This is an optimization exercise on Yosys and OpenROAD, whose aim is small area, a short achievable clock period and few clock cycles, not a production implementation.
At most, simulation tests tie the RTL to the original design; equivalence was not proved.
The RTL of run 1 was laid out without a check of its function.
Power is estimated from default activity; no workload was simulated.

## flow/design.v (module list and top-level ports; edited modules follow where they fit)
// module matrix_mult_pipelined_10: 2576 lines
// module mm10_fa: 4 lines
module matrix_mult_pipelined_10 #(parameter DATA_WIDTH = 8)(
    input clk,
    input rst,
    input in_valid,
    input [7:0] in_data,
    output reg in_ready,
    output reg out_valid,
    output reg [2*DATA_WIDTH-1:0] out_data
);
  // ...
==> flow/flow/run.sh <==
#!/bin/bash
# Standard layout (the standard.sh: unchanged synthesis and steps), with
# repair_timing asked to keep a larger setup slack than the default, so the
# resizer also speeds up paths that already meet the 10 ns clock.
bash standard.sh SETUP_SLACK_MARGIN=6.8 finish > standard.log 2>&1
==> flow/standard.sh <==
#!/bin/bash
# synth_recipe.tcl (not shown) runs the flow's synth.tcl, then flattens the netlist and writes it again
# the make line also repeats each setting of config.mk as NAME=value (left out here)
make -C /OpenROAD-flow-scripts/flow DESIGN_CONFIG=/design/flow/config.mk WORK_HOME=/design/flow/orfs CLKGATE_MAP_FILE= SYNTH_SCRIPT=/design/flow/synth_recipe.tcl "${@:-finish}"
==> flow/config.mk <==
export PLATFORM = sky130hd
export DESIGN_NAME = matrix_mult_pipelined_10
export DESIGN_NICKNAME = matrix_mult_pipelined_10
export VERILOG_FILES = /design/flow/design.v
export SDC_FILE = /design/flow/constraint.sdc
export NUM_CORES = 4
export LEC_CHECK = 0
export CAP_MARGIN = 20
export CORE_MARGIN = 2
export CORE_UTILIZATION = 65
export CTS_CLUSTER_DIAMETER = 100
export CTS_CLUSTER_SIZE = 25
export PLACE_DENSITY = 0.75
export SLEW_MARGIN = 20
export SYNTH_HIERARCHICAL = 1
export SYNTH_MINIMUM_KEEP_SIZE = 0
==> flow/constraint.sdc <==
create_clock -name core_clock -period 10.0 [get_ports {clk}]
set_input_delay 2.0000 -clock core_clock [delete_from_list [all_inputs] [get_ports {clk}]]
set_output_delay 2.0000 -clock core_clock [all_outputs]
set_load 0.01 [all_outputs]
==> impl_metrics.ini, run 1 <==
[die]
io_pins = 29
coreArea_um2 = 91200
die_x_um = 307

[logic_synthesis]
ys_async_sr_fraction_pct = 1.49
synth_area_leaders = dfxtp_1 64%, fa_1 20%, nand2_1 4.1%, edfxtp_1 4.0%, mux2_2 1.7%
synth_top_family_by_area = adder cells
synth_nets = 4522
synthCells = 3879
synth_compound_area_share_pct = 0.782
synth_area_leader_cell = dfxtp_1

[outcome]
status = finished clean

[setup_path]
crit_top_cell = fa_1
critPathMaxFanout = 1
path_cells = fa_1 -> fa_1 -> fa_1 -> fa_1 -> fa_2 -> xor2_2 -> xnor2_1 -> xnor2_1 -> xnor2_1

[routing]
wl_met2_mm = 54.1
viasPerCell = 5.16
num_vias = 26084
wl_met3_mm = 7.01

[hold_path]
min-delay-start = ra[39][5]
hold_class = reg2reg

[cts]
clock_sinks = 2015
clk_latency_ns = 0.70
ctsResizeCount = 78
cts_hold_buf = 0

[finish]
multi_input_area_um2 = 17400
clk_share_pct = 4.07
multi_input_area_share_pct = 27.4

[sta]
whs_ns = 0.318

[power]
power.switching_uw = 2360
==> run 2: changes to the inputs <==
--- a/flow/design.v
+++ b/flow/design.v
@@ -59,7 +59,5 @@
             e <= 4'd0;
             wr_a <= 1'b0; wr_b <= 1'b0; wr_last <= 1'b0;
-            in_ready <= 1'b0;
         end else begin
-            in_ready <= fire | rdy_nf;
             ph_t <= fire ? p1_t : pn_t;
             ph_u <= fire ? p1_u : pn_u;
@@ -79,4 +77,5 @@
     end
     always @(posedge clk) din_r <= in_data;
+    always @(posedge clk) in_ready <= fire | rdy_nf;
     reg [7:0] ra [0:99];
     always @(posedge clk) begin
@@ -336,8 +335,8 @@
     reg q1695;
     reg q1696;
+    reg q1697;
     reg q1698;
-    reg q2069;
-    reg q2070;
-    reg q2071;
+    reg q1699;
+    reg q1700;
     reg q2072;
     reg q2073;
@@ -382,5 +381,10 @@
     reg q2112;
     reg q2113;
+    reg q2114;
     reg q2115;
+    reg q2116;
+    reg q2117;
+    reg q2118;
+    reg q2119;
     wire p1 = ~(ah0[0] & bb0[0]);
     wire p2 = ~(ah0[0] & bb0[1]);
@@ -1443,10 +1447,8 @@
     wire s1459, c1460;
     wire s1461, c1462;
-    wire x1697 = c1456 ^ c1458 ^ c1460 ^ c1462;
-    wire s1699, c1700;
     wire s1701, c1702;
-    wire s1703 = ~(q1479 ^ q1480);
-    wire c1704 = q1479 | q1480;
-    wire s1705, c1706;
+    wire s1703, c1704;
+    wire s1705 = ~(q1479 ^ q1480);
+    wire c1706 = q1479 | q1480;
     wire s1707, c1708;
     wire s1709, c1710;
@@ -1456,7 +1458,7 @@
     wire s1717, c1718;
     wire s1719, c1720;
-    wire s1721 = ~(q1517 ^ q1518);
-    wire c1722 = q1517 | q1518;
-    wire s1723, c1724;
+    wire s1721, c1722;
+    wire s1723 = ~(q1517 ^ q1518);
+    wire c1724 = q1517 | q1518;
     wire s1725, c1726;
     wire s1727, c1728;
@@ -1518,7 +1520,7 @@
     wire s1839, c1840;
     wire s1841, c1842;
-    wire s1843 = ~(q1503 ^ q1504);
-    wire c1844 = q1503 | q1504;
-    wire s1845, c1846;
+    wire s1843, c1844;
+    wire s1845 = ~(q1503 ^ q1504);
+    wire c1846 = q1503 | q1504;
     wire s1847, c1848;
     wire s1849, c1850;
@@ -1556,91 +1558,90 @@
     wire s1913, c1914;
     wire s1915, c1916;
-    wire x1917 = q1698 ^ c1824;
-    wire s1918, c1919;
-    wire s1920, c1921;
-    wire s1922 = ~(q1485 ^ q1486);
-    wire c1923 = q1485 | q1486;
-    wire s1924, c1925;
-    wire s1926, c1927;
-    wire s1928, c1929;
-    wire s1930, c1931;
-    wire s1932, c1933;
-    wire s1934, c1935;
-    wire s1936, c1937;
-    wire s1938, c1939;
-    wire s1940, c1941;
-    wire s1942, c1943;
-    wire s1944, c1945;
-    wire s1946, c1947;
-    wire s1948, c1949;
-    wire s1950, c1951;
-    wire s1952, c1953;
-    wire s1954, c1955;
-    wire s1956, c1957;
-    wire s1958, c1959;
-    wire s1960, c1961;
-    wire s1962, c1963;
-    wire s1964, c1965;
-    wire s1966, c1967;
-    wire s1968, c1969;
-    wire s1970, c1971;
-    wire s1972, c1973;
-    wire s1974, c1975;
-    wire x1976 = x1917 ^ c1826 ^ c1828;
-    wire x1977 = c1830 ^ c1832 ^ c1912;
-    wire s1978, c1979;
-    wire s1980, c1981;
-    wire s1982 = ~(q1488 ^ c1834);
-    wire c1983 = q1488 | c1834;
-    wire s1984, c1985;
-    wire s1986, c1987;
-    wire s1988, c1989;
-    wire s1990, c1991;
-    wire s1992, c1993;
-    wire s1994, c1995;
-    wire s1996, c1997;
-    wire s1998, c1999;
-    wire s2000, c2001;
-    wire s2002, c2003;
-    wire s2004, c2005;
-    wire s2006, c2007;
-    wire s2008, c2009;
-    wire s2010, c2011;
-    wire s2012, c2013;
-    wire s2014, c2015;
-    wire s2016, c2017;
-    wire s2018, c2019;
-    wire s2020, c2021;
-    wire s2022, c2023;
-    wire s2024, c2025;
-    wire s2026, c2027;
-    wire s2028, c2029;
-    wire s2030, c2031;
-    wire s2032, c2033;
-    wire s2034, c2035;
-    wire x2036 = x1976 ^ x1977 ^ c1914;
-    wire x2037 = c1916 ^ c1973 ^ c1975;
-    wire s2038 = ~(s1978 ^ q1470);
-    wire c2039 = s1978 | q1470;
-    wire s2040, c2041;
-    wire s2042, c2043;
-    wire s2044, c2045;
-    wire s2046, c2047;
-    wire s2048, c2049;
-    wire s2050, c2051;
-    wire s2052, c2053;
-    wire s2054, c2055;
-    wire s2056, c2057;
-    wire s2058, c2059;
-    wire s2060, c2061;
-    wire s2062, c2063;
-    wire s2064, c2065;
-    wire s2066, c2067;
-    wire x2068 = x2036 ^ x2037 ^ c2033;
-    wire x2114 = x2068 ^ c2035 ^ c2067;
-    wire s2116 = ~(q2069 ^ q2070);
-    wire c2117 = q2069 | q2070;
-    wire s2118, c2119;
-    wire s2120, c2121;
+    wire s1917, c1918;
+    wire x1919 = q1697 ^ q1698 ^ q1699;
+    wire x1920 = q1700 ^ c1826 ^ c1828;
+    wire s1921, c1922;
+    wire s1923, c1924;
+    wire s1925 = ~(q1485 ^ q1486);
+    wire c1926 = q1485 | q1486;
+    wire s1927, c1928;
+    wire s1929, c1930;
+    wire s1931, c1932;
+    wire s1933, c1934;
+    wire s1935, c1936;
+    wire s1937, c1938;
+    wire s1939, c1940;
+    wire s1941, c1942;
+    wire s1943, c1944;
+    wire s1945, c1946;
+    wire s1947, c1948;
+    wire s1949, c1950;
+    wire s1951, c1952;
+    wire s1953, c1954;
+    wire s1955, c1956;
+    wire s1957, c1958;
+    wire s1959, c1960;
+    wire s1961, c1962;
+    wire s1963, c1964;
+    wire s1965, c1966;
+    wire s1967, c1968;
+    wire s1969, c1970;
+    wire s1971, c1972;
+    wire s1973, c1974;
+    wire s1975, c1976;
+    wire s1977, c1978;
+    wire x1979 = x1919 ^ x1920 ^ c1830;
+    wire x1980 = c1832 ^ c1834 ^ c1914;
+    wire s1981, c1982;
+    wire s1983, c1984;
+    wire s1985 = ~(q1488 ^ c1836);
+    wire c1986 = q1488 | c1836;
+    wire s1987, c1988;
+    wire s1989, c1990;
+    wire s1991, c1992;
+    wire s1993, c1994;
+    wire s1995, c1996;
+    wire s1997, c1998;
+    wire s1999, c2000;
+    wire s2001, c2002;
+    wire s2003, c2004;
+    wire s2005, c2006;
+    wire s2007, c2008;
+    wire s2009, c2010;
+    wire s2011, c2012;
+    wire s2013, c2014;
+    wire s2015, c2016;
+    wire s2017, c2018;
+    wire s2019, c2020;
+    wire s2021, c2022;
+    wire s2023, c2024;
+    wire s2025, c2026;
+    wire s2027, c2028;
+    wire s2029, c2030;
+    wire s2031, c2032;
+    wire s2033, c2034;
+    wire s2035, c2036;
+    wire s2037, c2038;
+    wire x2039 = x1979 ^ x1980 ^ c1916;
+    wire x2040 = c1918 ^ c1976 ^ c1978;
+    wire s2041 = ~(s1981 ^ q1470);
+    wire c2042 = s1981 | q1470;
+    wire s2043, c2044;
+    wire s2045, c2046;
+    wire s2047, c2048;
+    wire s2049, c2050;
+    wire s2051, c2052;
+    wire s2053, c2054;
+    wire s2055, c2056;
+    wire s2057, c2058;
+    wire s2059, c2060;
+    wire s2061, c2062;
+    wire s2063, c2064;
+    wire s2065, c2066;
+    wire s2067, c2068;
+    wire s2069, c2070;
+    wire x2071 = x2039 ^ x2040 ^ c2036;
+    wire s2120 = ~(q2072 ^ q2073);
+    wire c2121 = q2072 | q2073;
     wire s2122, c2123;
     wire s2124, c2125;
@@ -1655,36 +1656,39 @@
     wire s2142, c2143;
     wire s2144, c2145;
-    wire v2146 = ~s2116;
-    wire v2147 = ~q2071;
-    wire v2148 = ~s2118;
-    wire v2149 = ~c2117;
-    wire v2150 = ~s2120;
-    wire v2151 = ~c2119;
-    wire v2152 = ~s2122;
-    wire v2153 = ~c2121;
-    wire v2154 = ~s2124;
-    wire v2155 = ~c2123;
-    wire v2156 = ~s2126;
-    wire v2157 = ~c2125;
-    wire v2158 = ~s2128;
-    wire v2159 = ~c2127;
-    wire v2160 = ~s2130;
-    wire v2161 = ~c2129;
-    wire v2162 = ~s2132;
-    wire v2163 = ~c2131;
-    wire v2164 = ~s2134;
-    wire v2165 = ~c2133;
-    wire v2166 = ~s2136;
-    wire v2167 = ~c2135;
-    wire v2168 = ~s2138;
-    wire v2169 = ~c2137;
-    wire v2170 = ~s2140;
-    wire v2171 = ~c2139;
-    wire v2172 = ~s2142;
-    wire v2173 = ~c2141;
-    wire v2174 = ~s2144;
-    wire v2175 = ~c2143;
-    wire v2176 = ~q2115;
-    wire v2177 = ~c2145;
+    wire s2146, c2147;
+    wire s2148, c2149;
+    wire x2150 = q2117 ^ q2118 ^ q2119;
+    wire v2151 = ~s2120;
+    wire v2152 = ~q2074;
+    wire v2153 = ~s2122;
+    wire v2154 = ~c2121;
+    wire v2155 = ~s2124;
+    wire v2156 = ~c2123;
+    wire v2157 = ~s2126;
+    wire v2158 = ~c2125;
+    wire v2159 = ~s2128;
+    wire v2160 = ~c2127;
+    wire v2161 = ~s2130;
+    wire v2162 = ~c2129;
+    wire v2163 = ~s2132;
+    wire v2164 = ~c2131;
+    wire v2165 = ~s2134;
+    wire v2166 = ~c2133;
+    wire v2167 = ~s2136;
+    wire v2168 = ~c2135;
+    wire v2169 = ~s2138;
+    wire v2170 = ~c2137;
+    wire v2171 = ~s2140;
+    wire v2172 = ~c2139;
+    wire v2173 = ~s2142;
+    wire v2174 = ~c2141;
+    wire v2175 = ~s2144;
+    wire v2176 = ~c2143;
+    wire v2177 = ~s2146;
+    wire v2178 = ~c2145;
+    wire v2179 = ~s2148;
+    wire v2180 = ~c2147;
+    wire v2181 = ~x2150;
+    wire v2182 = ~c2149;
     mm10_fa u_s641 (.a(p6), .b(p13), .c(p20), .s(s641), .co(c642));
     mm10_fa u_s643 (.a(p27), .b(p34), .c(p41), .s(s643), .co(c644));
@@ -2089,194 +2093,194 @@
     mm10_fa u_s1459 (.a(p448), .b(p512), .c(p576), .s(s1459), .co(c1460));
     mm10_fa u_s1461 (.a(p640), .b(c1256), .c(c1258), .s(s1461), .co(c1462));
-    mm10_fa u_s1699 (.a(q1473), .b(q1474), .c(q1475), .s(s1699), .co(c1700));
-    mm10_fa u_s1701 (.a(q1476), .b(q1477), .c(q1478), .s(s1701), .co(c1702));
-    mm10_fa u_s1705 (.a(q1489), .b(q1490), .c(q1491), .s(s1705), .co(c1706));
-    mm10_fa u_s1707 (.a(q1492), .b(q1493), .c(q1494), .s(s1707), .co(c1708));
-    mm10_fa u_s1709 (.a(q1495), .b(q1496), .c(q1497), .s(s1709), .co(c1710));
-    mm10_fa u_s1711 (.a(q1498), .b(q1499), .c(q1500), .s(s1711), .co(c1712));
-    mm10_fa u_s1713 (.a(q1505), .b(q1506), .c(q1507), .s(s1713), .co(c1714));
-    mm10_fa u_s1715 (.a(q1508), .b(q1509), .c(q1510), .s(s1715), .co(c1716));
-    mm10_fa u_s1717 (.a(q1511), .b(q1512), .c(q1513), .s(s1717), .co(c1718));
-    mm10_fa u_s1719 (.a(q1514), .b(q1515), .c(q1516), .s(s1719), .co(c1720));
-    mm10_fa u_s1723 (.a(q1521), .b(q1522), .c(q1523), .s(s1723), .co(c1724));
-    mm10_fa u_s1725 (.a(q1524), .b(q1525), .c(q1526), .s(s1725), .co(c1726));
-    mm10_fa u_s1727 (.a(q1527), .b(q1528), .c(q1529), .s(s1727), .co(c1728));
-    mm10_fa u_s1729 (.a(q1530), .b(q1531), .c(q1532), .s(s1729), .co(c1730));
-    mm10_fa u_s1731 (.a(q1533), .b(q1534), .c(q1535), .s(s1731), .co(c1732));
-    mm10_fa u_s1733 (.a(q1537), .b(q1538), .c(q1539), .s(s1733), .co(c1734));
-    mm10_fa u_s1735 (.a(q1540), .b(q1541), .c(q1542), .s(s1735), .co(c1736));
-    mm10_fa u_s1737 (.a(q1543), .b(q1544), .c(q1545), .s(s1737), .co(c1738));
-    mm10_fa u_s1739 (.a(q1546), .b(q1547), .c(q1548), .s(s1739), .co(c1740));
-    mm10_fa u_s1741 (.a(q1549), .b(q1550), .c(q1551), .s(s1741), .co(c1742));
-    mm10_fa u_s1743 (.a(q1553), .b(q1554), .c(q1555), .s(s1743), .co(c1744));
-    mm10_fa u_s1745 (.a(q1556), .b(q1557), .c(q1558), .s(s1745), .co(c1746));
-    mm10_fa u_s1747 (.a(q1559), .b(q1560), .c(q1561), .s(s1747), .co(c1748));
-    mm10_fa u_s1749 (.a(q1562), .b(q1563), .c(q1564), .s(s1749), .co(c1750));
-    mm10_fa u_s1751 (.a(q1565), .b(q1566), .c(q1567), .s(s1751), .co(c1752));
-    mm10_fa u_s1753 (.a(q1569), .b(q1570), .c(q1571), .s(s1753), .co(c1754));
-    mm10_fa u_s1755 (.a(q1572), .b(q1573), .c(q1574), .s(s1755), .co(c1756));
-    mm10_fa u_s1757 (.a(q1575), .b(q1576), .c(q1577), .s(s1757), .co(c1758));
-    mm10_fa u_s1759 (.a(q1578), .b(q1579), .c(q1580), .s(s1759), .co(c1760));
-    mm10_fa u_s1761 (.a(q1581), .b(q1582), .c(q1583), .s(s1761), .co(c1762));
-    mm10_fa u_s1763 (.a(q1585), .b(q1586), .c(q1587), .s(s1763), .co(c1764));
-    mm10_fa u_s1765 (.a(q1588), .b(q1589), .c(q1590), .s(s1765), .co(c1766));
-    mm10_fa u_s1767 (.a(q1591), .b(q1592), .c(q1593), .s(s1767), .co(c1768));
-    mm10_fa u_s1769 (.a(q1594), .b(q1595), .c(q1596), .s(s1769), .co(c1770));
-    mm10_fa u_s1771 (.a(q1597), .b(q1598), .c(q1599), .s(s1771), .co(c1772));
-    mm10_fa u_s1773 (.a(q1601), .b(q1602), .c(q1603), .s(s1773), .co(c1774));
-    mm10_fa u_s1775 (.a(q1604), .b(q1605), .c(q1606), .s(s1775), .co(c1776));
-    mm10_fa u_s1777 (.a(q1607), .b(q1608), .c(q1609), .s(s1777), .co(c1778));
-    mm10_fa u_s1779 (.a(q1610), .b(q1611), .c(q1612), .s(s1779), .co(c1780));
-    mm10_fa u_s1781 (.a(q1613), .b(q1614), .c(q1615), .s(s1781), .co(c1782));
-    mm10_fa u_s1783 (.a(q1617), .b(q1618), .c(q1619), .s(s1783), .co(c1784));
-    mm10_fa u_s1785 (.a(q1620), .b(q1621), .c(q1622), .s(s1785), .co(c1786));
-    mm10_fa u_s1787 (.a(q1623), .b(q1624), .c(q1625), .s(s1787), .co(c1788));
-    mm10_fa u_s1789 (.a(q1626), .b(q1627), .c(q1628), .s(s1789), .co(c1790));
-    mm10_fa u_s1791 (.a(q1629), .b(q1630), .c(q1631), .s(s1791), .co(c1792));
-    mm10_fa u_s1793 (.a(q1633), .b(q1634), .c(q1635), .s(s1793), .co(c1794));
-    mm10_fa u_s1795 (.a(q1636), .b(q1637), .c(q1638), .s(s1795), .co(c1796));
-    mm10_fa u_s1797 (.a(q1639), .b(q1640), .c(q1641), .s(s1797), .co(c1798));
-    mm10_fa u_s1799 (.a(q1642), .b(q1643), .c(q1644), .s(s1799), .co(c1800));
-    mm10_fa u_s1801 (.a(q1645), .b(q1646), .c(q1647), .s(s1801), .co(c1802));
-    mm10_fa u_s1803 (.a(q1649), .b(q1650), .c(q1651), .s(s1803), .co(c1804));
-    mm10_fa u_s1805 (.a(q1652), .b(q1653), .c(q1654), .s(s1805), .co(c1806));
-    mm10_fa u_s1807 (.a(q1655), .b(q1656), .c(q1657), .s(s1807), .co(c1808));
-    mm10_fa u_s1809 (.a(q1658), .b(q1659), .c(q1660), .s(s1809), .co(c1810));
-    mm10_fa u_s1811 (.a(q1661), .b(q1662), .c(q1663), .s(s1811), .co(c1812));
-    mm10_fa u_s1813 (.a(q1665), .b(q1666), .c(q1667), .s(s1813), .co(c1814));
-    mm10_fa u_s1815 (.a(q1668), .b(q1669), .c(q1670), .s(s1815), .co(c1816));
-    mm10_fa u_s1817 (.a(q1671), .b(q1672), .c(q1673), .s(s1817), .co(c1818));
-    mm10_fa u_s1819 (.a(q1674), .b(q1675), .c(q1676), .s(s1819), .co(c1820));
-    mm10_fa u_s1821 (.a(q1677), .b(q1678), .c(q1679), .s(s1821), .co(c1822));
-    mm10_fa u_s1823 (.a(q1681), .b(q1682), .c(q1683), .s(s1823), .co(c1824));
-    mm10_fa u_s1825 (.a(q1684), .b(q1685), .c(q1686), .s(s1825), .co(c1826));
-    mm10_fa u_s1827 (.a(q1687), .b(q1688), .c(q1689), .s(s1827), .co(c1828));
-    mm10_fa u_s1829 (.a(q1690), .b(q1691), .c(q1692), .s(s1829), .co(c1830));
-    mm10_fa u_s1831 (.a(q1693), .b(q1694), .c(q1695), .s(s1831), .co(c1832));
-    mm10_fa u_s1833 (.a(q1463), .b(q1464), .c(q1465), .s(s1833), .co(c1834));
-    mm10_fa u_s1835 (.a(s1699), .b(s1701), .c(s1703), .s(s1835), .co(c1836));
-    mm10_fa u_s1837 (.a(q1481), .b(q1482), .c(q1483), .s(s1837), .co(c1838));
-    mm10_fa u_s1839 (.a(s1705), .b(s1707), .c(s1709), .s(s1839), .co(c1840));
-    mm10_fa u_s1841 (.a(s1711), .b(q1501), .c(q1502), .s(s1841), .co(c1842));
-    mm10_fa u_s1845 (.a(s1713), .b(s1715), .c(s1717), .s(s1845), .co(c1846));
-    mm10_fa u_s1847 (.a(s1719), .b(s1721), .c(q1519), .s(s1847), .co(c1848));
-    mm10_fa u_s1849 (.a(q1520), .b(c1706), .c(c1708), .s(s1849), .co(c1850));
-    mm10_fa u_s1851 (.a(s1723), .b(s1725), .c(s1727), .s(s1851), .co(c1852));
-    mm10_fa u_s1853 (.a(s1729), .b(s1731), .c(q1536), .s(s1853), .co(c1854));
-    mm10_fa u_s1855 (.a(c1714), .b(c1716), .c(c1718), .s(s1855), .co(c1856));
-    mm10_fa u_s1857 (.a(s1733), .b(s1735), .c(s1737), .s(s1857), .co(c1858));
-    mm10_fa u_s1859 (.a(s1739), .b(s1741), .c(q1552), .s(s1859), .co(c1860));
-    mm10_fa u_s1861 (.a(c1724), .b(c1726), .c(c1728), .s(s1861), .co(c1862));
-    mm10_fa u_s1863 (.a(s1743), .b(s1745), .c(s1747), .s(s1863), .co(c1864));
-    mm10_fa u_s1865 (.a(s1749), .b(s1751), .c(q1568), .s(s1865), .co(c1866));
-    mm10_fa u_s1867 (.a(c1734), .b(c1736), .c(c1738), .s(s1867), .co(c1868));
-    mm10_fa u_s1869 (.a(s1753), .b(s1755), .c(s1757), .s(s1869), .co(c1870));
-    mm10_fa u_s1871 (.a(s1759), .b(s1761), .c(q1584), .s(s1871), .co(c1872));
-    mm10_fa u_s1873 (.a(c1744), .b(c1746), .c(c1748), .s(s1873), .co(c1874));
-    mm10_fa u_s1875 (.a(s1763), .b(s1765), .c(s1767), .s(s1875), .co(c1876));
-    mm10_fa u_s1877 (.a(s1769), .b(s1771), .c(q1600), .s(s1877), .co(c1878));
-    mm10_fa u_s1879 (.a(c1754), .b(c1756), .c(c1758), .s(s1879), .co(c1880));
-    mm10_fa u_s1881 (.a(s1773), .b(s1775), .c(s1777), .s(s1881), .co(c1882));
-    mm10_fa u_s1883 (.a(s1779), .b(s1781), .c(q1616), .s(s1883), .co(c1884));
-    mm10_fa u_s1885 (.a(c1764), .b(c1766), .c(c1768), .s(s1885), .co(c1886));
-    mm10_fa u_s1887 (.a(s1783), .b(s1785), .c(s1787), .s(s1887), .co(c1888));
-    mm10_fa u_s1889 (.a(s1789), .b(s1791), .c(q1632), .s(s1889), .co(c1890));
-    mm10_fa u_s1891 (.a(c1774), .b(c1776), .c(c1778), .s(s1891), .co(c1892));
-    mm10_fa u_s1893 (.a(s1793), .b(s1795), .c(s1797), .s(s1893), .co(c1894));
-    mm10_fa u_s1895 (.a(s1799), .b(s1801), .c(q1648), .s(s1895), .co(c1896));
-    mm10_fa u_s1897 (.a(c1784), .b(c1786), .c(c1788), .s(s1897), .co(c1898));
-    mm10_fa u_s1899 (.a(s1803), .b(s1805), .c(s1807), .s(s1899), .co(c1900));
-    mm10_fa u_s1901 (.a(s1809), .b(s1811), .c(q1664), .s(s1901), .co(c1902));
-    mm10_fa u_s1903 (.a(c1794), .b(c1796), .c(c1798), .s(s1903), .co(c1904));
-    mm10_fa u_s1905 (.a(s1813), .b(s1815), .c(s1817), .s(s1905), .co(c1906));
-    mm10_fa u_s1907 (.a(s1819), .b(s1821), .c(q1680), .s(s1907), .co(c1908));
-    mm10_fa u_s1909 (.a(c1804), .b(c1806), .c(c1808), .s(s1909), .co(c1910));
-    mm10_fa u_s1911 (.a(s1823), .b(s1825), .c(s1827), .s(s1911), .co(c1912));
-    mm10_fa u_s1913 (.a(s1829), .b(s1831), .c(q1696), .s(s1913), .co(c1914));
-    mm10_fa u_s1915 (.a(c1814), .b(c1816), .c(c1818), .s(s1915), .co(c1916));
-    mm10_fa u_s1918 (.a(s1833), .b(q1466), .c(q1467), .s(s1918), .co(c1919));
-    mm10_fa u_s1920 (.a(s1835), .b(s1837), .c(q1484), .s(s1920), .co(c1921));
-    mm10_fa u_s1924 (.a(s1839), .b(s1841), .c(s1843), .s(s1924), .co(c1925));
-    mm10_fa u_s1926 (.a(c1700), .b(c1702), .c(c1704), .s(s1926), .co(c1927));
-    mm10_fa u_s1928 (.a(s1845), .b(s1847), .c(s1849), .s(s1928), .co(c1929));
-    mm10_fa u_s1930 (.a(c1710), .b(c1712), .c(c1840), .s(s1930), .co(c1931));
-    mm10_fa u_s1932 (.a(s1851), .b(s1853), .c(s1855), .s(s1932), .co(c1933));
-    mm10_fa u_s1934 (.a(c1720), .b(c1722), .c(c1846), .s(s1934), .co(c1935));
-    mm10_fa u_s1936 (.a(s1857), .b(s1859), .c(s1861), .s(s1936), .co(c1937));
-    mm10_fa u_s1938 (.a(c1730), .b(c1732), .c(c1852), .s(s1938), .co(c1939));
-    mm10_fa u_s1940 (.a(s1863), .b(s1865), .c(s1867), .s(s1940), .co(c1941));
-    mm10_fa u_s1942 (.a(c1740), .b(c1742), .c(c1858), .s(s1942), .co(c1943));
-    mm10_fa u_s1944 (.a(s1869), .b(s1871), .c(s1873), .s(s1944), .co(c1945));
-    mm10_fa u_s1946 (.a(c1750), .b(c1752), .c(c1864), .s(s1946), .co(c1947));
-    mm10_fa u_s1948 (.a(s1875), .b(s1877), .c(s1879), .s(s1948), .co(c1949));
-    mm10_fa u_s1950 (.a(c1760), .b(c1762), .c(c1870), .s(s1950), .co(c1951));
-    mm10_fa u_s1952 (.a(s1881), .b(s1883), .c(s1885), .s(s1952), .co(c1953));
-    mm10_fa u_s1954 (.a(c1770), .b(c1772), .c(c1876), .s(s1954), .co(c1955));
-    mm10_fa u_s1956 (.a(s1887), .b(s1889), .c(s1891), .s(s1956), .co(c1957));
-    mm10_fa u_s1958 (.a(c1780), .b(c1782), .c(c1882), .s(s1958), .co(c1959));
-    mm10_fa u_s1960 (.a(s1893), .b(s1895), .c(s1897), .s(s1960), .co(c1961));
-    mm10_fa u_s1962 (.a(c1790), .b(c1792), .c(c1888), .s(s1962), .co(c1963));
-    mm10_fa u_s1964 (.a(s1899), .b(s1901), .c(s1903), .s(s1964), .co(c1965));
-    mm10_fa u_s1966 (.a(c1800), .b(c1802), .c(c1894), .s(s1966), .co(c1967));
-    mm10_fa u_s1968 (.a(s1905), .b(s1907), .c(s1909), .s(s1968), .co(c1969));
-    mm10_fa u_s1970 (.a(c1810), .b(c1812), .c(c1900), .s(s1970), .co(c1971));
-    mm10_fa u_s1972 (.a(s1911), .b(s1913), .c(s1915), .s(s1972), .co(c1973));
-    mm10_fa u_s1974 (.a(c1820), .b(c1822), .c(c1906), .s(s1974), .co(c1975));
-    mm10_fa u_s1978 (.a(s1918), .b(q1468), .c(q1469), .s(s1978), .co(c1979));
-    mm10_fa u_s1980 (.a(s1920), .b(s1922), .c(q1487), .s(s1980), .co(c1981));
-    mm10_fa u_s1984 (.a(s1924), .b(s1926), .c(c1836), .s(s1984), .co(c1985));
-    mm10_fa u_s1986 (.a(c1838), .b(c1921), .c(c1923), .s(s1986), .co(c1987));
-    mm10_fa u_s1988 (.a(s1928), .b(s1930), .c(c1842), .s(s1988), .co(c1989));
-    mm10_fa u_s1990 (.a(c1844), .b(c1925), .c(c1927), .s(s1990), .co(c1991));
-    mm10_fa u_s1992 (.a(s1932), .b(s1934), .c(c1848), .s(s1992), .co(c1993));
-    mm10_fa u_s1994 (.a(c1850), .b(c1929), .c(c1931), .s(s1994), .co(c1995));
-    mm10_fa u_s1996 (.a(s1936), .b(s1938), .c(c1854), .s(s1996), .co(c1997));
-    mm10_fa u_s1998 (.a(c1856), .b(c1933), .c(c1935), .s(s1998), .co(c1999));
-    mm10_fa u_s2000 (.a(s1940), .b(s1942), .c(c1860), .s(s2000), .co(c2001));
-    mm10_fa u_s2002 (.a(c1862), .b(c1937), .c(c1939), .s(s2002), .co(c2003));
-    mm10_fa u_s2004 (.a(s1944), .b(s1946), .c(c1866), .s(s2004), .co(c2005));
-    mm10_fa u_s2006 (.a(c1868), .b(c1941), .c(c1943), .s(s2006), .co(c2007));
-    mm10_fa u_s2008 (.a(s1948), .b(s1950), .c(c1872), .s(s2008), .co(c2009));
-    mm10_fa u_s2010 (.a(c1874), .b(c1945), .c(c1947), .s(s2010), .co(c2011));
-    mm10_fa u_s2012 (.a(s1952), .b(s1954), .c(c1878), .s(s2012), .co(c2013));
-    mm10_fa u_s2014 (.a(c1880), .b(c1949), .c(c1951), .s(s2014), .co(c2015));
-    mm10_fa u_s2016 (.a(s1956), .b(s1958), .c(c1884), .s(s2016), .co(c2017));
-    mm10_fa u_s2018 (.a(c1886), .b(c1953), .c(c1955), .s(s2018), .co(c2019));
-    mm10_fa u_s2020 (.a(s1960), .b(s1962), .c(c1890), .s(s2020), .co(c2021));
-    mm10_fa u_s2022 (.a(c1892), .b(c1957), .c(c1959), .s(s2022), .co(c2023));
-    mm10_fa u_s2024 (.a(s1964), .b(s1966), .c(c1896), .s(s2024), .co(c2025));
-    mm10_fa u_s2026 (.a(c1898), .b(c1961), .c(c1963), .s(s2026), .co(c2027));
-    mm10_fa u_s2028 (.a(s1968), .b(s1970), .c(c1902), .s(s2028), .co(c2029));
-    mm10_fa u_s2030 (.a(c1904), .b(c1965), .c(c1967), .s(s2030), .co(c2031));
-    mm10_fa u_s2032 (.a(s1972), .b(s1974), .c(c1908), .s(s2032), .co(c2033));
-    mm10_fa u_s2034 (.a(c1910), .b(c1969), .c(c1971), .s(s2034), .co(c2035));
-    mm10_fa u_s2040 (.a(s1980), .b(s1982), .c(c1919), .s(s2040), .co(c2041));
-    mm10_fa u_s2042 (.a(s1984), .b(s1986), .c(c1981), .s(s2042), .co(c2043));
-    mm10_fa u_s2044 (.a(s1988), .b(s1990), .c(c1985), .s(s2044), .co(c2045));
-    mm10_fa u_s2046 (.a(s1992), .b(s1994), .c(c1989), .s(s2046), .co(c2047));
-    mm10_fa u_s2048 (.a(s1996), .b(s1998), .c(c1993), .s(s2048), .co(c2049));
-    mm10_fa u_s2050 (.a(s2000), .b(s2002), .c(c1997), .s(s2050), .co(c2051));
-    mm10_fa u_s2052 (.a(s2004), .b(s2006), .c(c2001), .s(s2052), .co(c2053));
-    mm10_fa u_s2054 (.a(s2008), .b(s2010), .c(c2005), .s(s2054), .co(c2055));
-    mm10_fa u_s2056 (.a(s2012), .b(s2014), .c(c2009), .s(s2056), .co(c2057));
-    mm10_fa u_s2058 (.a(s2016), .b(s2018), .c(c2013), .s(s2058), .co(c2059));
-    mm10_fa u_s2060 (.a(s2020), .b(s2022), .c(c2017), .s(s2060), .co(c2061));
-    mm10_fa u_s2062 (.a(s2024), .b(s2026), .c(c2021), .s(s2062), .co(c2063));
-    mm10_fa u_s2064 (.a(s2028), .b(s2030), .c(c2025), .s(s2064), .co(c2065));
-    mm10_fa u_s2066 (.a(s2032), .b(s2034), .c(c2029), .s(s2066), .co(c2067));
-    mm10_fa u_s2118 (.a(q2072), .b(q2073), .c(q2074), .s(s2118), .co(c2119));
-    mm10_fa u_s2120 (.a(q2075), .b(q2076), .c(q2077), .s(s2120), .co(c2121));
-    mm10_fa u_s2122 (.a(q2078), .b(q2079), .c(q2080), .s(s2122), .co(c2123));
-    mm10_fa u_s2124 (.a(q2081), .b(q2082), .c(q2083), .s(s2124), .co(c2125));
-    mm10_fa u_s2126 (.a(q2084), .b(q2085), .c(q2086), .s(s2126), .co(c2127));
-    mm10_fa u_s2128 (.a(q2087), .b(q2088), .c(q2089), .s(s2128), .co(c2129));
-    mm10_fa u_s2130 (.a(q2090), .b(q2091), .c(q2092), .s(s2130), .co(c2131));
-    mm10_fa u_s2132 (.a(q2093), .b(q2094), .c(q2095), .s(s2132), .co(c2133));
-    mm10_fa u_s2134 (.a(q2096), .b(q2097), .c(q2098), .s(s2134), .co(c2135));
-    mm10_fa u_s2136 (.a(q2099), .b(q2100), .c(q2101), .s(s2136), .co(c2137));
-    mm10_fa u_s2138 (.a(q2102), .b(q2103), .c(q2104), .s(s2138), .co(c2139));
-    mm10_fa u_s2140 (.a(q2105), .b(q2106), .c(q2107), .s(s2140), .co(c2141));
-    mm10_fa u_s2142 (.a(q2108), .b(q2109), .c(q2110), .s(s2142), .co(c2143));
-    mm10_fa u_s2144 (.a(q2111), .b(q2112), .c(q2113), .s(s2144), .co(c2145));
+    mm10_fa u_s1701 (.a(q1473), .b(q1474), .c(q1475), .s(s1701), .co(c1702));
+    mm10_fa u_s1703 (.a(q1476), .b(q1477), .c(q1478), .s(s1703), .co(c1704));
+    mm10_fa u_s1707 (.a(q1489), .b(q1490), .c(q1491), .s(s1707), .co(c1708));
+    mm10_fa u_s1709 (.a(q1492), .b(q1493), .c(q1494), .s(s1709), .co(c1710));
+    mm10_fa u_s1711 (.a(q1495), .b(q1496), .c(q1497), .s(s1711), .co(c1712));
+    mm10_fa u_s1713 (.a(q1498), .b(q1499), .c(q1500), .s(s1713), .co(c1714));
+    mm10_fa u_s1715 (.a(q1505), .b(q1506), .c(q1507), .s(s1715), .co(c1716));
+    mm10_fa u_s1717 (.a(q1508), .b(q1509), .c(q1510), .s(s1717), .co(c1718));
+    mm10_fa u_s1719 (.a(q1511), .b(q1512), .c(q1513), .s(s1719), .co(c1720));
+    mm10_fa u_s1721 (.a(q1514), .b(q1515), .c(q1516), .s(s1721), .co(c1722));
+    mm10_fa u_s1725 (.a(q1521), .b(q1522), .c(q1523), .s(s1725), .co(c1726));
+    mm10_fa u_s1727 (.a(q1524), .b(q1525), .c(q1526), .s(s1727), .co(c1728));
+    mm10_fa u_s1729 (.a(q1527), .b(q1528), .c(q1529), .s(s1729), .co(c1730));
+    mm10_fa u_s1731 (.a(q1530), .b(q1531), .c(q1532), .s(s1731), .co(c1732));
+    mm10_fa u_s1733 (.a(q1533), .b(q1534), .c(q1535), .s(s1733), .co(c1734));
+    mm10_fa u_s1735 (.a(q1537), .b(q1538), .c(q1539), .s(s1735), .co(c1736));
+    mm10_fa u_s1737 (.a(q1540), .b(q1541), .c(q1542), .s(s1737), .co(c1738));
+    mm10_fa u_s1739 (.a(q1543), .b(q1544), .c(q1545), .s(s1739), .co(c1740));
+    mm10_fa u_s1741 (.a(q1546), .b(q1547), .c(q1548), .s(s1741), .co(c1742));
+    mm10_fa u_s1743 (.a(q1549), .b(q1550), .c(q1551), .s(s1743), .co(c1744));
+    mm10_fa u_s1745 (.a(q1553), .b(q1554), .c(q1555), .s(s1745), .co(c1746));
+    mm10_fa u_s1747 (.a(q1556), .b(q1557), .c(q1558), .s(s1747), .co(c1748));
+    mm10_fa u_s1749 (.a(q1559), .b(q1560), .c(q1561), .s(s1749), .co(c1750));
+    mm10_fa u_s1751 (.a(q1562), .b(q1563), .c(q1564), .s(s1751), .co(c1752));
+    mm10_fa u_s1753 (.a(q1565), .b(q1566), .c(q1567), .s(s1753), .co(c1754));
+    mm10_fa u_s1755 (.a(q1569), .b(q1570), .c(q1571), .s(s1755), .co(c1756));
+    mm10_fa u_s1757 (.a(q1572), .b(q1573), .c(q1574), .s(s1757), .co(c1758));
+    mm10_fa u_s1759 (.a(q1575), .b(q1576), .c(q1577), .s(s1759), .co(c1760));
+    mm10_fa u_s1761 (.a(q1578), .b(q1579), .c(q1580), .s(s1761), .co(c1762));
+    mm10_fa u_s1763 (.a(q1581), .b(q1582), .c(q1583), .s(s1763), .co(c1764));
+    mm10_fa u_s1765 (.a(q1585), .b(q1586), .c(q1587), .s(s1765), .co(c1766));
+    mm10_fa u_s1767 (.a(q1588), .b(q1589), .c(q1590), .s(s1767), .co(c1768));
+    mm10_fa u_s1769 (.a(q1591), .b(q1592), .c(q1593), .s(s1769), .co(c1770));
+    mm10_fa u_s1771 (.a(q1594), .b(q1595), .c(q1596), .s(s1771), .co(c1772));
+    mm10_fa u_s1773 (.a(q1597), .b(q1598), .c(q1599), .s(s1773), .co(c1774));
+    mm10_fa u_s1775 (.a(q1601), .b(q1602), .c(q1603), .s(s1775), .co(c1776));
+    mm10_fa u_s1777 (.a(q1604), .b(q1605), .c(q1606), .s(s1777), .co(c1778));
+    mm10_fa u_s1779 (.a(q1607), .b(q1608), .c(q1609), .s(s1779), .co(c1780));
+    mm10_fa u_s1781 (.a(q1610), .b(q1611), .c(q1612), .s(s1781), .co(c1782));
+    mm10_fa u_s1783 (.a(q1613), .b(q1614), .c(q1615), .s(s1783), .co(c1784));
+    mm10_fa u_s1785 (.a(q1617), .b(q1618), .c(q1619), .s(s1785), .co(c1786));
+    mm10_fa u_s1787 (.a(q1620), .b(q1621), .c(q1622), .s(s1787), .co(c1788));
+    mm10_fa u_s1789 (.a(q1623), .b(q1624), .c(q1625), .s(s1789), .co(c1790));
+    mm10_fa u_s1791 (.a(q1626), .b(q1627), .c(q1628), .s(s1791), .co(c1792));
+    mm10_fa u_s1793 (.a(q1629), .b(q1630), .c(q1631), .s(s1793), .co(c1794));
+    mm10_fa u_s1795 (.a(q1633), .b(q1634), .c(q1635), .s(s1795), .co(c1796));
+    mm10_fa u_s1797 (.a(q1636), .b(q1637), .c(q1638), .s(s1797), .co(c1798));
+    mm10_fa u_s1799 (.a(q1639), .b(q1640), .c(q1641), .s(s1799), .co(c1800));
+    mm10_fa u_s1801 (.a(q1642), .b(q1643), .c(q1644), .s(s1801), .co(c1802));
+    mm10_fa u_s1803 (.a(q1645), .b(q1646), .c(q1647), .s(s1803), .co(c1804));
+    mm10_fa u_s1805 (.a(q1649), .b(q1650), .c(q1651), .s(s1805), .co(c1806));
+    mm10_fa u_s1807 (.a(q1652), .b(q1653), .c(q1654), .s(s1807), .co(c1808));
+    mm10_fa u_s1809 (.a(q1655), .b(q1656), .c(q1657), .s(s1809), .co(c1810));
+    mm10_fa u_s1811 (.a(q1658), .b(q1659), .c(q1660), .s(s1811), .co(c1812));
+    mm10_fa u_s1813 (.a(q1661), .b(q1662), .c(q1663), .s(s1813), .co(c1814));
+    mm10_fa u_s1815 (.a(q1665), .b(q1666), .c(q1667), .s(s1815), .co(c1816));
+    mm10_fa u_s1817 (.a(q1668), .b(q1669), .c(q1670), .s(s1817), .co(c1818));
+    mm10_fa u_s1819 (.a(q1671), .b(q1672), .c(q1673), .s(s1819), .co(c1820));
+    mm10_fa u_s1821 (.a(q1674), .b(q1675), .c(q1676), .s(s1821), .co(c1822));
+    mm10_fa u_s1823 (.a(q1677), .b(q1678), .c(q1679), .s(s1823), .co(c1824));
+    mm10_fa u_s1825 (.a(q1681), .b(q1682), .c(q1683), .s(s1825), .co(c1826));
+    mm10_fa u_s1827 (.a(q1684), .b(q1685), .c(q1686), .s(s1827), .co(c1828));
+    mm10_fa u_s1829 (.a(q1687), .b(q1688), .c(q1689), .s(s1829), .co(c1830));
+    mm10_fa u_s1831 (.a(q1690), .b(q1691), .c(q1692), .s(s1831), .co(c1832));
+    mm10_fa u_s1833 (.a(q1693), .b(q1694), .c(q1695), .s(s1833), .co(c1834));
+    mm10_fa u_s1835 (.a(q1463), .b(q1464), .c(q1465), .s(s1835), .co(c1836));
+    mm10_fa u_s1837 (.a(s1701), .b(s1703), .c(s1705), .s(s1837), .co(c1838));
+    mm10_fa u_s1839 (.a(q1481), .b(q1482), .c(q1483), .s(s1839), .co(c1840));
+    mm10_fa u_s1841 (.a(s1707), .b(s1709), .c(s1711), .s(s1841), .co(c1842));
+    mm10_fa u_s1843 (.a(s1713), .b(q1501), .c(q1502), .s(s1843), .co(c1844));
+    mm10_fa u_s1847 (.a(s1715), .b(s1717), .c(s1719), .s(s1847), .co(c1848));
+    mm10_fa u_s1849 (.a(s1721), .b(s1723), .c(q1519), .s(s1849), .co(c1850));
+    mm10_fa u_s1851 (.a(q1520), .b(c1708), .c(c1710), .s(s1851), .co(c1852));
+    mm10_fa u_s1853 (.a(s1725), .b(s1727), .c(s1729), .s(s1853), .co(c1854));
+    mm10_fa u_s1855 (.a(s1731), .b(s1733), .c(q1536), .s(s1855), .co(c1856));
+    mm10_fa u_s1857 (.a(c1716), .b(c1718), .c(c1720), .s(s1857), .co(c1858));
+    mm10_fa u_s1859 (.a(s1735), .b(s1737), .c(s1739), .s(s1859), .co(c1860));
+    mm10_fa u_s1861 (.a(s1741), .b(s1743), .c(q1552), .s(s1861), .co(c1862));
+    mm10_fa u_s1863 (.a(c1726), .b(c1728), .c(c1730), .s(s1863), .co(c1864));
+    mm10_fa u_s1865 (.a(s1745), .b(s1747), .c(s1749), .s(s1865), .co(c1866));
+    mm10_fa u_s1867 (.a(s1751), .b(s1753), .c(q1568), .s(s1867), .co(c1868));
+    mm10_fa u_s1869 (.a(c1736), .b(c1738), .c(c1740), .s(s1869), .co(c1870));
+    mm10_fa u_s1871 (.a(s1755), .b(s1757), .c(s1759), .s(s1871), .co(c1872));
+    mm10_fa u_s1873 (.a(s1761), .b(s1763), .c(q1584), .s(s1873), .co(c1874));
+    mm10_fa u_s1875 (.a(c1746), .b(c1748), .c(c1750), .s(s1875), .co(c1876));
+    mm10_fa u_s1877 (.a(s1765), .b(s1767), .c(s1769), .s(s1877), .co(c1878));
+    mm10_fa u_s1879 (.a(s1771), .b(s1773), .c(q1600), .s(s1879), .co(c1880));
+    mm10_fa u_s1881 (.a(c1756), .b(c1758), .c(c1760), .s(s1881), .co(c1882));
+    mm10_fa u_s1883 (.a(s1775), .b(s1777), .c(s1779), .s(s1883), .co(c1884));
+    mm10_fa u_s1885 (.a(s1781), .b(s1783), .c(q1616), .s(s1885), .co(c1886));
+    mm10_fa u_s1887 (.a(c1766), .b(c1768), .c(c1770), .s(s1887), .co(c1888));
+    mm10_fa u_s1889 (.a(s1785), .b(s1787), .c(s1789), .s(s1889), .co(c1890));
+    mm10_fa u_s1891 (.a(s1791), .b(s1793), .c(q1632), .s(s1891), .co(c1892));
+    mm10_fa u_s1893 (.a(c1776), .b(c1778), .c(c1780), .s(s1893), .co(c1894));
+    mm10_fa u_s1895 (.a(s1795), .b(s1797), .c(s1799), .s(s1895), .co(c1896));
+    mm10_fa u_s1897 (.a(s1801), .b(s1803), .c(q1648), .s(s1897), .co(c1898));
+    mm10_fa u_s1899 (.a(c1786), .b(c1788), .c(c1790), .s(s1899), .co(c1900));
+    mm10_fa u_s1901 (.a(s1805), .b(s1807), .c(s1809), .s(s1901), .co(c1902));
+    mm10_fa u_s1903 (.a(s1811), .b(s1813), .c(q1664), .s(s1903), .co(c1904));
+    mm10_fa u_s1905 (.a(c1796), .b(c1798), .c(c1800), .s(s1905), .co(c1906));
+    mm10_fa u_s1907 (.a(s1815), .b(s1817), .c(s1819), .s(s1907), .co(c1908));
+    mm10_fa u_s1909 (.a(s1821), .b(s1823), .c(q1680), .s(s1909), .co(c1910));
+    mm10_fa u_s1911 (.a(c1806), .b(c1808), .c(c1810), .s(s1911), .co(c1912));
+    mm10_fa u_s1913 (.a(s1825), .b(s1827), .c(s1829), .s(s1913), .co(c1914));
+    mm10_fa u_s1915 (.a(s1831), .b(s1833), .c(q1696), .s(s1915), .co(c1916));
+    mm10_fa u_s1917 (.a(c1816), .b(c1818), .c(c1820), .s(s1917), .co(c1918));
+    mm10_fa u_s1921 (.a(s1835), .b(q1466), .c(q1467), .s(s1921), .co(c1922));
+    mm10_fa u_s1923 (.a(s1837), .b(s1839), .c(q1484), .s(s1923), .co(c1924));
+    mm10_fa u_s1927 (.a(s1841), .b(s1843), .c(s1845), .s(s1927), .co(c1928));
+    mm10_fa u_s1929 (.a(c1702), .b(c1704), .c(c1706), .s(s1929), .co(c1930));
+    mm10_fa u_s1931 (.a(s1847), .b(s1849), .c(s1851), .s(s1931), .co(c1932));
+    mm10_fa u_s1933 (.a(c1712), .b(c1714), .c(c1842), .s(s1933), .co(c1934));
+    mm10_fa u_s1935 (.a(s1853), .b(s1855), .c(s1857), .s(s1935), .co(c1936));
+    mm10_fa u_s1937 (.a(c1722), .b(c1724), .c(c1848), .s(s1937), .co(c1938));
+    mm10_fa u_s1939 (.a(s1859), .b(s1861), .c(s1863), .s(s1939), .co(c1940));
+    mm10_fa u_s1941 (.a(c1732), .b(c1734), .c(c1854), .s(s1941), .co(c1942));
+    mm10_fa u_s1943 (.a(s1865), .b(s1867), .c(s1869), .s(s1943), .co(c1944));
+    mm10_fa u_s1945 (.a(c1742), .b(c1744), .c(c1860), .s(s1945), .co(c1946));
+    mm10_fa u_s1947 (.a(s1871), .b(s1873), .c(s1875), .s(s1947), .co(c1948));
+    mm10_fa u_s1949 (.a(c1752), .b(c1754), .c(c1866), .s(s1949), .co(c1950));
+    mm10_fa u_s1951 (.a(s1877), .b(s1879), .c(s1881), .s(s1951), .co(c1952));
+    mm10_fa u_s1953 (.a(c1762), .b(c1764), .c(c1872), .s(s1953), .co(c1954));
+    mm10_fa u_s1955 (.a(s1883), .b(s1885), .c(s1887), .s(s1955), .co(c1956));
+    mm10_fa u_s1957 (.a(c1772), .b(c1774), .c(c1878), .s(s1957), .co(c1958));
+    mm10_fa u_s1959 (.a(s1889), .b(s1891), .c(s1893), .s(s1959), .co(c1960));
+    mm10_fa u_s1961 (.a(c1782), .b(c1784), .c(c1884), .s(s1961), .co(c1962));
+    mm10_fa u_s1963 (.a(s1895), .b(s1897), .c(s1899), .s(s1963), .co(c1964));
+    mm10_fa u_s1965 (.a(c1792), .b(c1794), .c(c1890), .s(s1965), .co(c1966));
+    mm10_fa u_s1967 (.a(s1901), .b(s1903), .c(s1905), .s(s1967), .co(c1968));
+    mm10_fa u_s1969 (.a(c1802), .b(c1804), .c(c1896), .s(s1969), .co(c1970));
+    mm10_fa u_s1971 (.a(s1907), .b(s1909), .c(s1911), .s(s1971), .co(c1972));
+    mm10_fa u_s1973 (.a(c1812), .b(c1814), .c(c1902), .s(s1973), .co(c1974));
+    mm10_fa u_s1975 (.a(s1913), .b(s1915), .c(s1917), .s(s1975), .co(c1976));
+    mm10_fa u_s1977 (.a(c1822), .b(c1824), .c(c1908), .s(s1977), .co(c1978));
+    mm10_fa u_s1981 (.a(s1921), .b(q1468), .c(q1469), .s(s1981), .co(c1982));
+    mm10_fa u_s1983 (.a(s1923), .b(s1925), .c(q1487), .s(s1983), .co(c1984));
+    mm10_fa u_s1987 (.a(s1927), .b(s1929), .c(c1838), .s(s1987), .co(c1988));
+    mm10_fa u_s1989 (.a(c1840), .b(c1924), .c(c1926), .s(s1989), .co(c1990));
+    mm10_fa u_s1991 (.a(s1931), .b(s1933), .c(c1844), .s(s1991), .co(c1992));
+    mm10_fa u_s1993 (.a(c1846), .b(c1928), .c(c1930), .s(s1993), .co(c1994));
+    mm10_fa u_s1995 (.a(s1935), .b(s1937), .c(c1850), .s(s1995), .co(c1996));
+    mm10_fa u_s1997 (.a(c1852), .b(c1932), .c(c1934), .s(s1997), .co(c1998));
+    mm10_fa u_s1999 (.a(s1939), .b(s1941), .c(c1856), .s(s1999), .co(c2000));
+    mm10_fa u_s2001 (.a(c1858), .b(c1936), .c(c1938), .s(s2001), .co(c2002));
+    mm10_fa u_s2003 (.a(s1943), .b(s1945), .c(c1862), .s(s2003), .co(c2004));
+    mm10_fa u_s2005 (.a(c1864), .b(c1940), .c(c1942), .s(s2005), .co(c2006));
+    mm10_fa u_s2007 (.a(s1947), .b(s1949), .c(c1868), .s(s2007), .co(c2008));
+    mm10_fa u_s2009 (.a(c1870), .b(c1944), .c(c1946), .s(s2009), .co(c2010));
+    mm10_fa u_s2011 (.a(s1951), .b(s1953), .c(c1874), .s(s2011), .co(c2012));
+    mm10_fa u_s2013 (.a(c1876), .b(c1948), .c(c1950), .s(s2013), .co(c2014));
+    mm10_fa u_s2015 (.a(s1955), .b(s1957), .c(c1880), .s(s2015), .co(c2016));
+    mm10_fa u_s2017 (.a(c1882), .b(c1952), .c(c1954), .s(s2017), .co(c2018));
+    mm10_fa u_s2019 (.a(s1959), .b(s1961), .c(c1886), .s(s2019), .co(c2020));
+    mm10_fa u_s2021 (.a(c1888), .b(c1956), .c(c1958), .s(s2021), .co(c2022));
+    mm10_fa u_s2023 (.a(s1963), .b(s1965), .c(c1892), .s(s2023), .co(c2024));
+    mm10_fa u_s2025 (.a(c1894), .b(c1960), .c(c1962), .s(s2025), .co(c2026));
+    mm10_fa u_s2027 (.a(s1967), .b(s1969), .c(c1898), .s(s2027), .co(c2028));
+    mm10_fa u_s2029 (.a(c1900), .b(c1964), .c(c1966), .s(s2029), .co(c2030));
+    mm10_fa u_s2031 (.a(s1971), .b(s1973), .c(c1904), .s(s2031), .co(c2032));
+    mm10_fa u_s2033 (.a(c1906), .b(c1968), .c(c1970), .s(s2033), .co(c2034));
+    mm10_fa u_s2035 (.a(s1975), .b(s1977), .c(c1910), .s(s2035), .co(c2036));
+    mm10_fa u_s2037 (.a(c1912), .b(c1972), .c(c1974), .s(s2037), .co(c2038));
+    mm10_fa u_s2043 (.a(s1983), .b(s1985), .c(c1922), .s(s2043), .co(c2044));
+    mm10_fa u_s2045 (.a(s1987), .b(s1989), .c(c1984), .s(s2045), .co(c2046));
+    mm10_fa u_s2047 (.a(s1991), .b(s1993), .c(c1988), .s(s2047), .co(c2048));
+    mm10_fa u_s2049 (.a(s1995), .b(s1997), .c(c1992), .s(s2049), .co(c2050));
+    mm10_fa u_s2051 (.a(s1999), .b(s2001), .c(c1996), .s(s2051), .co(c2052));
+    mm10_fa u_s2053 (.a(s2003), .b(s2005), .c(c2000), .s(s2053), .co(c2054));
+    mm10_fa u_s2055 (.a(s2007), .b(s2009), .c(c2004), .s(s2055), .co(c2056));
+    mm10_fa u_s2057 (.a(s2011), .b(s2013), .c(c2008), .s(s2057), .co(c2058));
+    mm10_fa u_s2059 (.a(s2015), .b(s2017), .c(c2012), .s(s2059), .co(c2060));
+    mm10_fa u_s2061 (.a(s2019), .b(s2021), .c(c2016), .s(s2061), .co(c2062));
+    mm10_fa u_s2063 (.a(s2023), .b(s2025), .c(c2020), .s(s2063), .co(c2064));
+    mm10_fa u_s2065 (.a(s2027), .b(s2029), .c(c2024), .s(s2065), .co(c2066));
+    mm10_fa u_s2067 (.a(s2031), .b(s2033), .c(c2028), .s(s2067), .co(c2068));
+    mm10_fa u_s2069 (.a(s2035), .b(s2037), .c(c2032), .s(s2069), .co(c2070));
+    mm10_fa u_s2122 (.a(q2075), .b(q2076), .c(q2077), .s(s2122), .co(c2123));
+    mm10_fa u_s2124 (.a(q2078), .b(q2079), .c(q2080), .s(s2124), .co(c2125));
+    mm10_fa u_s2126 (.a(q2081), .b(q2082), .c(q2083), .s(s2126), .co(c2127));
+    mm10_fa u_s2128 (.a(q2084), .b(q2085), .c(q2086), .s(s2128), .co(c2129));
+    mm10_fa u_s2130 (.a(q2087), .b(q2088), .c(q2089), .s(s2130), .co(c2131));
+    mm10_fa u_s2132 (.a(q2090), .b(q2091), .c(q2092), .s(s2132), .co(c2133));
+    mm10_fa u_s2134 (.a(q2093), .b(q2094), .c(q2095), .s(s2134), .co(c2135));
+    mm10_fa u_s2136 (.a(q2096), .b(q2097), .c(q2098), .s(s2136), .co(c2137));
+    mm10_fa u_s2138 (.a(q2099), .b(q2100), .c(q2101), .s(s2138), .co(c2139));
+    mm10_fa u_s2140 (.a(q2102), .b(q2103), .c(q2104), .s(s2140), .co(c2141));
+    mm10_fa u_s2142 (.a(q2105), .b(q2106), .c(q2107), .s(s2142), .co(c2143));
+    mm10_fa u_s2144 (.a(q2108), .b(q2109), .c(q2110), .s(s2144), .co(c2145));
+    mm10_fa u_s2146 (.a(q2111), .b(q2112), .c(q2113), .s(s2146), .co(c2147));
+    mm10_fa u_s2148 (.a(q2114), .b(q2115), .c(q2116), .s(s2148), .co(c2149));
     always @(posedge clk) begin
         q1463 <= p1;
@@ -2514,54 +2518,59 @@
         q1695 <= c1452;
         q1696 <= c1454;
-        q1698 <= x1697;
-        q2069 <= s2038;
-        q2070 <= q1471;
-        q2071 <= q1472;
-        q2072 <= s2040;
-        q2073 <= c1979;
-        q2074 <= c2039;
-        q2075 <= s2042;
-        q2076 <= c1983;
-        q2077 <= c2041;
-        q2078 <= s2044;
-        q2079 <= c1987;
-        q2080 <= c2043;
-        q2081 <= s2046;
-        q2082 <= c1991;
-        q2083 <= c2045;
-        q2084 <= s2048;
-        q2085 <= c1995;
-        q2086 <= c2047;
-        q2087 <= s2050;
-        q2088 <= c1999;
-        q2089 <= c2049;
-        q2090 <= s2052;
-        q2091 <= c2003;
-        q2092 <= c2051;
-        q2093 <= s2054;
-        q2094 <= c2007;
-        q2095 <= c2053;
-        q2096 <= s2056;
-        q2097 <= c2011;
-        q2098 <= c2055;
-        q2099 <= s2058;
-        q2100 <= c2015;
-        q2101 <= c2057;
-        q2102 <= s2060;
-        q2103 <= c2019;
-        q2104 <= c2059;
-        q2105 <= s2062;
-        q2106 <= c2023;
-        q2107 <= c2061;
-        q2108 <= s2064;
-        q2109 <= c2027;
-        q2110 <= c2063;
-        q2111 <= s2066;
-        q2112 <= c2031;
-        q2113 <= c2065;
-        q2115 <= x2114;
+        q1697 <= c1456;
+        q1698 <= c1458;
+        q1699 <= c1460;
+        q1700 <= c1462;
+        q2072 <= s2041;
+        q2073 <= q1471;
+        q2074 <= q1472;
+        q2075 <= s2043;
+        q2076 <= c1982;
+        q2077 <= c2042;
+        q2078 <= s2045;
+        q2079 <= c1986;
+        q2080 <= c2044;
+        q2081 <= s2047;
+        q2082 <= c1990;
+        q2083 <= c2046;
+        q2084 <= s2049;
+        q2085 <= c1994;
+        q2086 <= c2048;
+        q2087 <= s2051;
+        q2088 <= c1998;
+        q2089 <= c2050;
+        q2090 <= s2053;
+        q2091 <= c2002;
+        q2092 <= c2052;
+        q2093 <= s2055;
+        q2094 <= c2006;
+        q2095 <= c2054;
+        q2096 <= s2057;
+        q2097 <= c2010;
+        q2098 <= c2056;
+        q2099 <= s2059;
+        q2100 <= c2014;
+        q2101 <= c2058;
+        q2102 <= s2061;
+        q2103 <= c2018;
+        q2104 <= c2060;
+        q2105 <= s2063;
+        q2106 <= c2022;
+        q2107 <= c2062;
+        q2108 <= s2065;
+        q2109 <= c2026;
+        q2110 <= c2064;
+        q2111 <= s2067;
+        q2112 <= c2030;
+        q2113 <= c2066;
+        q2114 <= s2069;
+        q2115 <= c2034;
+        q2116 <= c2068;
+        q2117 <= x2071;
+        q2118 <= c2038;
+        q2119 <= c2070;
     end
-    wire [15:0] s_x = {v2176, v2174, v2172, v2170, v2168, v2166, v2164, v2162, v2160, v2158, v2156, v2154, v2152, v2150, v2148, v2146};
-    wire [15:0] s_y = {v2177, v2175, v2173, v2171, v2169, v2167, v2165, v2163, v2161, v2159, v2157, v2155, v2153, v2151, v2149, v2147};
+    wire [15:0] s_x = {v2181, v2179, v2177, v2175, v2173, v2171, v2169, v2167, v2165, v2163, v2161, v2159, v2157, v2155, v2153, v2151};
+    wire [15:0] s_y = {v2182, v2180, v2178, v2176, v2174, v2172, v2170, v2168, v2166, v2164, v2162, v2160, v2158, v2156, v2154, v2152};
     always @(posedge clk) out_data <= s_x + s_y;
     reg [NCUT:0] vp;
--- a/flow/config.mk
+++ b/flow/config.mk
@@ -8,8 +8,8 @@
 export CAP_MARGIN = 20
 export CORE_MARGIN = 2
-export CORE_UTILIZATION = 65
+export CORE_UTILIZATION = 72
 export CTS_CLUSTER_DIAMETER = 100
 export CTS_CLUSTER_SIZE = 25
-export PLACE_DENSITY = 0.75
+export PLACE_DENSITY = 0.8
 export SLEW_MARGIN = 20
 export SYNTH_HIERARCHICAL = 1
==> run 2 against run 1 <==
  * Power up 1.1%
  * Register-to-register slack worse by 0.17 ns
  * Routed wire length up 24%
  * Die area down 9.6%
  * Fmax down 4.8%
  * Worst setup slack worse by 0.17 ns
  * Via count up 8.0%
  * Clock skew up 0.061 ns
  * Synthesized area about the same
  * Non-clock buffer count up 19
  * Flip-flop and latch count up 5
  * Largest cell class unchanged
  * Highest routed layer is now met5
==> impl_metrics.ini, run 2 <==
[global_route]
grt_max_degree = 56
grt_use_total_pct = 33.7
grt-ovfl-total = 0
grt_pass1_wl_mm = 204
first_global_vias = 31219
antenna_found_initial = 2

[finish]
num-fill-cells = 4297
nets = 4483
final_cell_mix = 1869 x dfxtp_1, 649 x nand2_1, 588 x fa_1
syn_to_final_growth_pct = 6.43
layout.cells.non_filler = 4947
final_util_pct = 77.3
reg_top3 = ra: 800 flops, rb: 800 flops, ah: 80 flops
drive_above_1_share_pct = 7.97
final_common_cell = dfxtp_1

[cts]
clkTransAtPathRegs_ns = 0.11
cts_tree = built
clk_latency_ns = 0.73
clock_path_buffers = 3
numCtsBuffers = 91
htreeDepth = 3
cts_root_buf = clkbuf_16
cts_hold_buf = 0
clock_sinks = 2020

[die]
start_util_pct = 72.7
io_pins = 29
coreArea_um2 = 82100
die_y_um = 292
die_x_um = 292
die-area_um2 = 85200
floorplan.rows = 105

[sta]
setup_viol = 0
slew_headroom_pct = 23.6
max_freq_ghz = 0.280
skew_ns = 0.0876
max_slew.worst_pin.slew_ns = 1.14
final.setup.worst_slack_ns = 6.43
min_period_ns = 3.57
hold_viol = 0
drv_slew = 0
tns_ns = 0
rsz0062_at_grt = true
whs_ns = 0.298
period_share_pct = 35.7

[power]
ir_drop_mv = 0.262
power.leakage_uw = 0.0211
power_density_nw_per_um2 = 194

[setup_path]
critical_path_class = reg2reg
critPathArrivalTime_ns = 4.17
critPathRequiredTime_ns = 10.60
worstRegToRegCells = 8
reg2reg_slack_ns = 6.43
rr_startpoint = q1684
cp_slowest_cell = fa_2
r2r-end = q2117
start_kind = flop
crit_path_end_kind = flop
critPathMaxFanout = 1
path_cells = fa_2 -> fa_1 -> fa_1 -> fa_2 -> xnor2_2 -> xnor2_2 -> xnor2_4 -> xnor2_4
max_stage_delay_ns = 0.66

[hold_path]
hold_class = reg2reg
min_to = rb[82][1]
min-delay-start = rb[81][1]
hold_depth = 0

[routing]
num_vias = 28170
firstDrtPassIters = 6
wl_mm = 141
viasPerCell = 5.69
ant_nets = 0
wl_per_cell_um = 28.5
drc = 0
drtIter0Drc = 2803

[outcome]
status = finished clean

[logic_synthesis]
avgSynthCellArea_um2 = 15.4
synthCells = 3868
synth_ff_type = dfxtp_1
synth_common_cells = 1911 x dfxtp_1, 649 x nand2_1, 593 x fa_1
synth-seq-cells = 2020
synth_edf_count = 80
seq_area_frac_synth_pct = 69.4
synth_top_cell_area_share_pct = 64.1
synth_area_leader_cell = dfxtp_1
ys_warn_count = 10
yosysMostFrequentCell = dfxtp_1
syn_area_um2 = 59700
synth_area_leaders = dfxtp_1 64%, fa_1 20%, nand2_1 4.1%, edfxtp_1 4.0%, mux2_2 1.7%
synth_cell_type_count = 57
synth_nets = 4511
ys_async_sr_fraction_pct = 1.44

[flow_run]
maxCapViolCount = 0

[place]
dpl.hpwl_mm = 90.9
dp.cells = 4804
portBuffers = 28
routabilityCongestion = 0.930
place_ws_ns = 6.31
-- run 2: cell types whose count changed after synthesis, moves of 3 or more --
cell	delta
a21oi_1	-6
a31oi_1	+3
dfxtp_1	+6
nand2_1	-4
nand2b_1	-3
nor2_1	-4
o211ai_1	-3
o21a_1	+3
o31ai_1	-4
-- run 2: Yosys stat by module (local to each module, per instance) --
module,flip-flops and latches,cells inside,copies in the design,cell area [um^2]
matrix_mult_pipelined_10,2020,3276,1,47800
mm10_fa,0,1,592,20.0
-- run 2: logic make-up (layout without fill, tap and decap cells) --
family	Yosys count	count (layout)	share of synthesized area [%]
other	0	2	0
adders and majority gates	632	632	20.7
and+or+nand+nor	739	739	4.96
xor gates and xnor gates	47	47	0.702
buffers and inverters	270	277	1.72
AOI/OAI and AO/OA	66	66	0.778
muxes	94	94	1.76
DFF	2020	2020	69.4
-- run 2: final cells by class --
class / instances / area, um^2 / share of cell area (%)
flip-flops and latches: 2020 / 41400 / 65.3
multi-input cells: 1578 / 17300 / 27.3
clock buffers: 118 / 2380 / 3.75
well taps: 1070 / 1340 / 2.11
repair buffers: 57 / 447 / 0.703
inverters: 92 / 345 / 0.544
clock inverters: 10 / 214 / 0.337
diodes: 2 / 5.00 / 0.00788
-- run 2: critical path, delay by kind of cell, from the launching register on --
kind                       cells  cell delay, ns
xor gates and xnor gates       4            1.02
DFF                            1            0.34
adders and majority gates      4            2.09
-- run 2: power by group --
| part | internal, uW | total, uW | leakage, uW | switching, uW |
|---|---|---|---|---|
| logic | 7.82 | 14.4 | 0.00356 | 6.60 |
| clock network | 1720 | 4220 | 0.00124 | 2510 |
| registers | 8090 | 8110 | 0.0163 | 20.0 |
| total | 9820 | 12300 | 0.0211 | 2530 |
-- run 2: how the worst max path moves through the flow --
stage | to | slack [ns] | start | cells past startpoint
floorplan | q2078 | 7.08 | q1489 | 5
CTS | out_valid | 6.74 | out_valid | 1
detailed placement | half | 6.31 | in_valid | 5
global route | q2117 | 6.40 | q1684 | 8
global placement | ix_t[3] | 6.31 | in_valid | 6
finish | q2117 | 6.43 | q1684 | 8
-- run 2: through the flow --
stage	area, um^2	power (uW)
5_1_grt	63500	12600
3_3_place_gp	60700	8310
4_1_cts	63300	12300
2_1_floorplan	59700	8300
6_report	63500	12300
3_5_place_dp	60700	8310
-- run 2: metal layers --
metal  wire (um)  vias up  track usage (%)
met5           3        -                0
met4        9120        2             18.0
met3       10900      517             6.68
met2       68500     1603             56.1
met1       52200    14327             42.1
li1            -    11721                -
-- run 2: what timing repair did --
action / 4_1_cts / 5_1_grt
gates cloned: 0 / 0
resized for setup: 94 / 37
setup buffers: 1 / 12
setup endpoints to repair: 84 / 82
pin swaps: 11 / 14
Testbench counts of run 2, summed over its fixed seeds: cycles 10,360.

-- afterwards: timing with drivers on the ports --
No port has a modelled driver above. Below, the same layouts with a new extraction and two added sets of constraints.
Step 1 (the two cells are an assumption about what drives the block):
set clk [get_ports {clk}]
set_driving_cell -lib_cell sky130_fd_sc_hd__clkbuf_16 $clk
set_driving_cell -lib_cell sky130_fd_sc_hd__buf_2 [delete_from_list [all_inputs] $clk]
Step 2 times the ports against the registers' clock, not the clock port: input delays grow and output delays shrink by t, the midpoint of the rising clock arrivals with the driver on.
a / b / c = ideal ports / drivers / drivers and shift; a / b = the first two.
run | shift t [ns] | setup WS [ns] | worst setup path after step 2 | slew at the worst register clock pin (ns)
run 1 | 0.748 | 6.599 / 6.599 / 6.376 | input to register | 0.11 / 0.11
run 2 | 0.760 | 6.427 / 6.427 / 6.286 | input to register | 0.12 / 0.12
After both steps setup and hold are still met in every run listed. For run 1, which loses most, drivers alone change the setup slack by 0.000 ns; drivers and shift together by -0.223 ns.
